What follows belongs to an exercise in optimizing a design on an open flow for small area; a production flow would make more cautious choices. The RTL was checked by simulation tests, not by an equivalence proof against the original design. Power figures rest on the tool's default switching activity, not on a simulated workload.

==> flow/design.v <==
module k580vi53
(
	input        reset,
	input        clk_sys,
	input  [1:0] addr,
	input  [7:0] din,
	output [7:0] dout,
	input        wr,
	input        rd,
	input  [2:0] clk_timer,
	input  [2:0] gate,
	output [2:0] out,
	output [2:0] sound_active
);
reg       old_wr, old_rd;
reg [1:0] old_addr, old_sel;
always @(posedge clk_sys) begin
	old_wr   <= wr & ~reset;
	old_rd   <= rd & ~reset;
	old_addr <= addr;
	old_sel  <= din[7:6];
end
wire old_wr_cw = old_wr && (old_addr == 3);
wire [2:0] cw_edge, wr_edge;
wire [2:0] asel;
wire [15:0] lat0, lat1, lat2;
wire  [1:0] rs0, rs1, rs2;
genvar i;
generate
	for(i = 0; i < 3; i = i + 1) begin : ch
		assign asel[i]    = (addr == i);
		assign cw_edge[i] = wr && (addr == 3) && (din[7:6] == i) && !(old_wr_cw && (old_sel == i));
		assign wr_edge[i] = wr && asel[i] && !(old_wr && (old_addr == i));
	end
endgenerate
wire rd_edge = rd && !(old_rd && (old_addr == addr));
timer t0(reset, clk_sys, clk_timer[0], din, lat0, rs0, cw_edge[0], wr_edge[0], rd_edge && asel[0], gate[0], out[0], sound_active[0]);
timer t1(reset, clk_sys, clk_timer[1], din, lat1, rs1, cw_edge[1], wr_edge[1], rd_edge && asel[1], gate[1], out[1], sound_active[1]);
timer t2(reset, clk_sys, clk_timer[2], din, lat2, rs2, cw_edge[2], wr_edge[2], rd_edge && asel[2], gate[2], out[2], sound_active[2]);
reg qv;
always @(posedge clk_sys) qv <= !reset && rd && (addr != 3);
wire [1:0] rsq  = (old_addr == 0) ? rs0 : (old_addr == 1) ? rs1 : rs2;
wire [15:0] lq  = (old_addr == 0) ? lat0 : (old_addr == 1) ? lat1 : lat2;
assign dout = (!qv || rsq[1]) ? 8'hff : rsq[0] ? lq[15:8] : lq[7:0];
endmodule
module timer
(
	input        reset,
	input        clk_sys,
	input        clk_timer,
	input  [7:0] din,
	output [15:0] lat,
	output  [1:0] rsel,
	input        cw_edge,
	input        wr_edge,
	input        rd_edge,
	input        gate,
	output reg   out,
	output reg   sound_active
);
reg  [5:0] cw;
reg [15:0] counter;
reg [15:0] ld_count;
wire [15:0] ld_val = {ld_count[15:8] & {8{rw != 1}}, ld_count[7:0] & {8{rw != 2}}};
reg [15:0] l_counter;
reg  [7:0] ldiff;
reg        pause;
reg        stop1, stop2;
reg        msbw, msbr;
reg        latched;
wire [1:0] rw   = cw[5:4];
wire [2:0] mode = cw[3:1];
wire       bcd  = cw[0];
wire [7:0] chk;
assign chk[3:0] = (bcd && din[3:0] > 9) ? 4'd9 : din[3:0];
assign chk[7:4] = (bcd && din[7:4] > 9) ? 4'd9 : din[7:4];
wire ld_inc = wr_edge && ((rw[1] ^ rw[0]) || msbw);
assign lat  = l_counter;
assign rsel = {rw == 0, (rw == 2) || ((rw == 3) && !msbr)};
always @(posedge clk_sys) begin
	if(cw_edge) begin
		msbw <= 0;
		msbr <= 0;
		if(!din[5:4]) begin
			if(!latched) begin
				latched   <= 1;
				l_counter <= counter;
			end
		end else begin
			cw      <= {din[5:4], din[3] & ~din[2], din[2:0]};
			latched <= 0;
			stop1   <= 1;
			pause   <= 1;
		end
	end
	if(wr_edge) begin
		case(rw)
			1: begin
					ld_count[7:0] <= chk;
					stop1 <= 0;
					pause <= 0;
				end
			2: begin
					ld_count[15:8] <= chk;
					stop1 <= 0;
					pause <= 0;
				end
			default: begin
					if(msbw) ld_count[15:8] <= chk;
						else  ld_count[7:0]  <= chk;
					msbw  <= ~msbw;
					pause <= ~msbw;
					if(msbw) stop1 <= 0;
				end
		endcase
	end
	if(rd_edge) begin
		if(!latched) l_counter <= counter;
		if(latched && rw != 0 && (rw != 3 || msbr)) latched <= 0;
		msbr <= ~msbr;
	end
	if(reset) begin
		stop1   <= 1;
		cw      <= 0;
		msbw    <= 0;
		latched <= 0;
	end
end
wire        m3   = (mode[1:0] == 2'b11);
wire  [1:0] k    = (m3 && counter[0]) ? (out ? 2'd1 : 2'd3) : (m3 ? 2'd2 : 2'd1);
wire  [4:0] lo   = {1'b0, counter[3:0]} - {3'b0, k};
wire  [3:0] d0   = (bcd && lo[4]) ? lo[3:0] - 4'd6 : lo[3:0];
wire        b1   = lo[4];
wire        b2   = b1 && (counter[7:4] == 0);
wire        b3   = b2 && (counter[11:8] == 0);
wire  [3:0] d1   = !b1 ? counter[7:4]   : (counter[7:4]   == 0) ? (bcd ? 4'd9 : 4'd15) : counter[7:4]   - 1'd1;
wire  [3:0] d2   = !b2 ? counter[11:8]  : (counter[11:8]  == 0) ? (bcd ? 4'd9 : 4'd15) : counter[11:8]  - 1'd1;
wire  [3:0] d3   = !b3 ? counter[15:12] : (counter[15:12] == 0) ? (bcd ? 4'd9 : 4'd15) : counter[15:12] - 1'd1;
wire [15:0] dec  = {d3, d2, d1, d0};
wire hi_zero = (counter[15:2] == 0);
wire c_eq1 = hi_zero && (counter[1:0] == 1);
wire c_eq2 = hi_zero && (counter[1:0] == 2);
wire c_le1 = hi_zero && !counter[1];
wire c_le2 = hi_zero && (counter[1:0] != 3);
wire stop = stop1 | stop2;
reg old_gate;
reg start, count_en, m3state;
reg old_clk;
wire tedge = old_clk & ~clk_timer;
wire grise = !old_gate & gate;
always @(posedge clk_sys) begin
	old_clk <= clk_timer;
	if(tedge) begin
		stop2 <= stop1;
		old_gate <= gate;
		start <= stop2;
		sound_active <= (!mode || (mode[1:0] == 2'b11)) && !stop;
		casex(mode)
			3'b000: 	if(stop) begin out <=0; count_en <=0; end
						else begin
							if(start || ldiff != 0) begin
								counter <= ld_val;
								out <=0;
								count_en <=1;
							end else if(!pause && gate) begin
								counter <= dec;
								if(c_eq1) begin
									out <=1;
									count_en <=0;
								end
							end
						end
			3'b001: 	if(stop) begin out <=1; count_en <=0; end
						else begin
							if(grise) begin
								counter <= ld_val;
								out <=0;
								count_en <=1;
							end else begin
								counter <= dec;
								if(c_eq1 && count_en) begin
									out <=1;
									count_en <=0;
								end
							end
						end
			3'bX10: 	if(stop || !gate) out <=1;
						else begin
							if(start || grise || c_le1) begin
								counter <=ld_val;
								out <=1;
							end else begin
								counter <= dec;
								if(c_eq2) out <=0;
							end
						end
			3'bX11: 	if(stop || !gate) begin out <=1; m3state <=1; end
						else begin
							if(start || grise || c_le2) begin
								counter <=ld_val;
								out <= m3state;
								m3state <= ~m3state;
							end else begin
								counter <= dec;
							end
						end
			3'b100: 	if(stop) begin out <=1; count_en <=0; end
						else begin
							out <=1;
							if(start) begin
								counter  <=ld_val;
								count_en <=1;
							end else if(gate) begin
								counter <= dec;
								if(c_eq1 && count_en) begin
									out <=0;
									count_en <=0;
								end
							end
						end
			3'b101: 	if(stop) begin out <=1; count_en <=0; end
						else begin
							out <=1;
							if(grise) begin
								counter <=ld_val;
								count_en <=1;
							end else begin
								counter <= dec;
								if(c_eq1 && count_en) begin
									out <=0;
									count_en <=0;
								end
							end
						end
		endcase
	end
	ldiff <= (tedge ? 8'd0 : ldiff) + ld_inc;
	if(reset) begin
		old_clk <= 0;
		stop2 <= 1;
		sound_active <= 0;
		counter <= 0;
		out <= 0;
		count_en <= 0;
		m3state <= 0;
	end
end
endmodule
clock: 10.0 ns
lec_check: 0
cap_margin: 20
core_margin: 2
core_utilization: 65
slew_margin: 20
standard.sh (not shown) runs the stock make flow with config.mk's settings and CLKGATE_MAP_FILE= SYNTH_SCRIPT=/design/flow/synth_recipe.tcl, a recipe that flattens the netlist after the stock synthesis.
==> flow/flow/run.sh <==
#!/bin/bash
# Own layout flow: the standard synthesis, then the combinational logic
# between the (unchanged) registers is re-mapped by ABC for area, then the
# standard ORFS layout with a lighter clock tree and small port buffers.
set -euo pipefail
W=$PWD
F=$W/flow
R=$W/orfs/results/$FLOW_PLATFORM/k580vi53/base
O=$W/orfs/objects/$FLOW_PLATFORM/k580vi53/base
YOSYS=$(command -v yosys || echo /OpenROAD-flow-scripts/tools/install/yosys/bin/yosys)

# 1. standard synthesis (registers, their names and cell types come from here)
bash standard.sh synth > $W/log_synth_standard.log 2>&1
cp $R/1_2_yosys.v $W/netlist_standard.v

# 2. re-map the logic between the registers for area
export RESYN_LIB=$FLOW_HOME/platforms/$FLOW_PLATFORM/lib/sky130_fd_sc_hd__tt_025C_1v80.lib
export RESYN_DONT_USE="$(sed -n '/DONT_USE_CELLS/,/^$/p' $FLOW_HOME/platforms/$FLOW_PLATFORM/config.mk | grep -o 'sky130_fd_sc_hd__[a-z0-9_]*' | tr '\n' ' ')"
export RESYN_IN=$W/netlist_standard.v
export RESYN_CONSTR=$O/abc.constr
export RESYN_TOP=$FLOW_TOP
# deepsyn is a randomised search: run it with four seeds and keep the smallest
for s in 1 2 3 4; do
  sed "s/&deepsyn -T 60/\&deepsyn -T 60 -S $s/" $F/resyn.abc > $W/resyn_$s.abc
  RESYN_SCRIPT=$W/resyn_$s.abc RESYN_OUT=$W/netlist_resyn_$s.v $YOSYS -c $F/resyn.tcl > $W/log_resyn_$s.log 2>&1 &
done
wait
best=$(for s in 1 2 3 4; do
  a=$(grep "Chip area" $W/log_resyn_$s.log | awk '{print $NF}')
  if [[ -n "$a" && -s $W/netlist_resyn_$s.v ]]; then echo "$a $s"; fi
done | sort -g | head -1 | awk '{print $2}')
echo "resyn areas:" > $W/log_resyn_pick.log
grep -H "Chip area" $W/log_resyn_*.log >> $W/log_resyn_pick.log || true
echo "picked seed $best" >> $W/log_resyn_pick.log
cp $W/netlist_resyn_$best.v $R/1_2_yosys.v
rm -f $R/1_synth.odb $R/1_synth.sdc

# 3. layout
export CTS_ARGS="-sink_clustering_enable -repair_clock_nets -dont_use_dummy_load -buf_list sky130_fd_sc_hd__clkbuf_8 -sink_clustering_size 16 -sink_clustering_max_diameter 70"
export BUFFER_PORTS_ARGS="-buffer_cell sky130_fd_sc_hd__buf_1"
bash standard.sh finish > $W/log_layout.log 2>&1
Other scripts of this flow, unchanged in this note and not shown: flow/flow/resyn.abc, flow/flow/resyn.tcl
Edit:
--- a/flow/design.v
+++ b/flow/design.v
@@ -35,12 +35,11 @@
 endgenerate
 wire rd_edge = rd && !(old_rd && (old_addr == addr));
 timer t0(reset, clk_sys, clk_timer[0], din, lat0, rs0, cw_edge[0], wr_edge[0], rd_edge && asel[0], gate[0], out[0], sound_active[0]);
 timer t1(reset, clk_sys, clk_timer[1], din, lat1, rs1, cw_edge[1], wr_edge[1], rd_edge && asel[1], gate[1], out[1], sound_active[1]);
 timer t2(reset, clk_sys, clk_timer[2], din, lat2, rs2, cw_edge[2], wr_edge[2], rd_edge && asel[2], gate[2], out[2], sound_active[2]);
-reg qv;
-always @(posedge clk_sys) qv <= !reset && rd && (addr != 3);
+wire qv = old_rd && (old_addr != 3);
 wire [1:0] rsq  = (old_addr == 0) ? rs0 : (old_addr == 1) ? rs1 : rs2;
 wire [15:0] lq  = (old_addr == 0) ? lat0 : (old_addr == 1) ? lat1 : lat2;
 assign dout = (!qv || rsq[1]) ? 8'hff : rsq[0] ? lq[15:8] : lq[7:0];
 endmodule
 module timer
=>
- die area goes down slightly
- combinational power goes down by about a fifth
- final area goes down slightly
- clock power barely changes
- final cell count goes down by a few percent
- global-route usage goes up by 0.92 points

-- separate check: timing with driven ports --
Ports are ideal in the flow. The routed layouts listed here were re-timed in OpenROAD. Step 1 (the two cells are an assumption about what drives the block):
set clk [get_ports {clk_sys}]
set_driving_cell -lib_cell sky130_fd_sc_hd__clkbuf_16 $clk
set_driving_cell -lib_cell sky130_fd_sc_hd__buf_2 [delete_from_list [all_inputs] $clk]
Step 2 times the ports against the registers' clock, not the clock port: input delays grow and output delays shrink by t, the midpoint of the rising clock arrivals with the driver on. a / b / c = no drivers / after step 1 / after step 2; a / b = the first two.
| run | t, ns | setup slack, ns | worst setup path after step 2 | clock arrival spread, ns |
|---|---|---|---|---|
| the first run | 0.533 | 4.886 / 4.903 / 4.370 | input to register | 0.032 / 0.032 |
| the second run | 0.550 | 5.016 / 5.041 / 4.491 | input to register | 0.032 / 0.032 |
After both steps setup and hold are still met in every run listed. For the second run, which loses most, drivers alone change the setup slack by +0.025 ns; drivers and shift together by -0.525 ns.
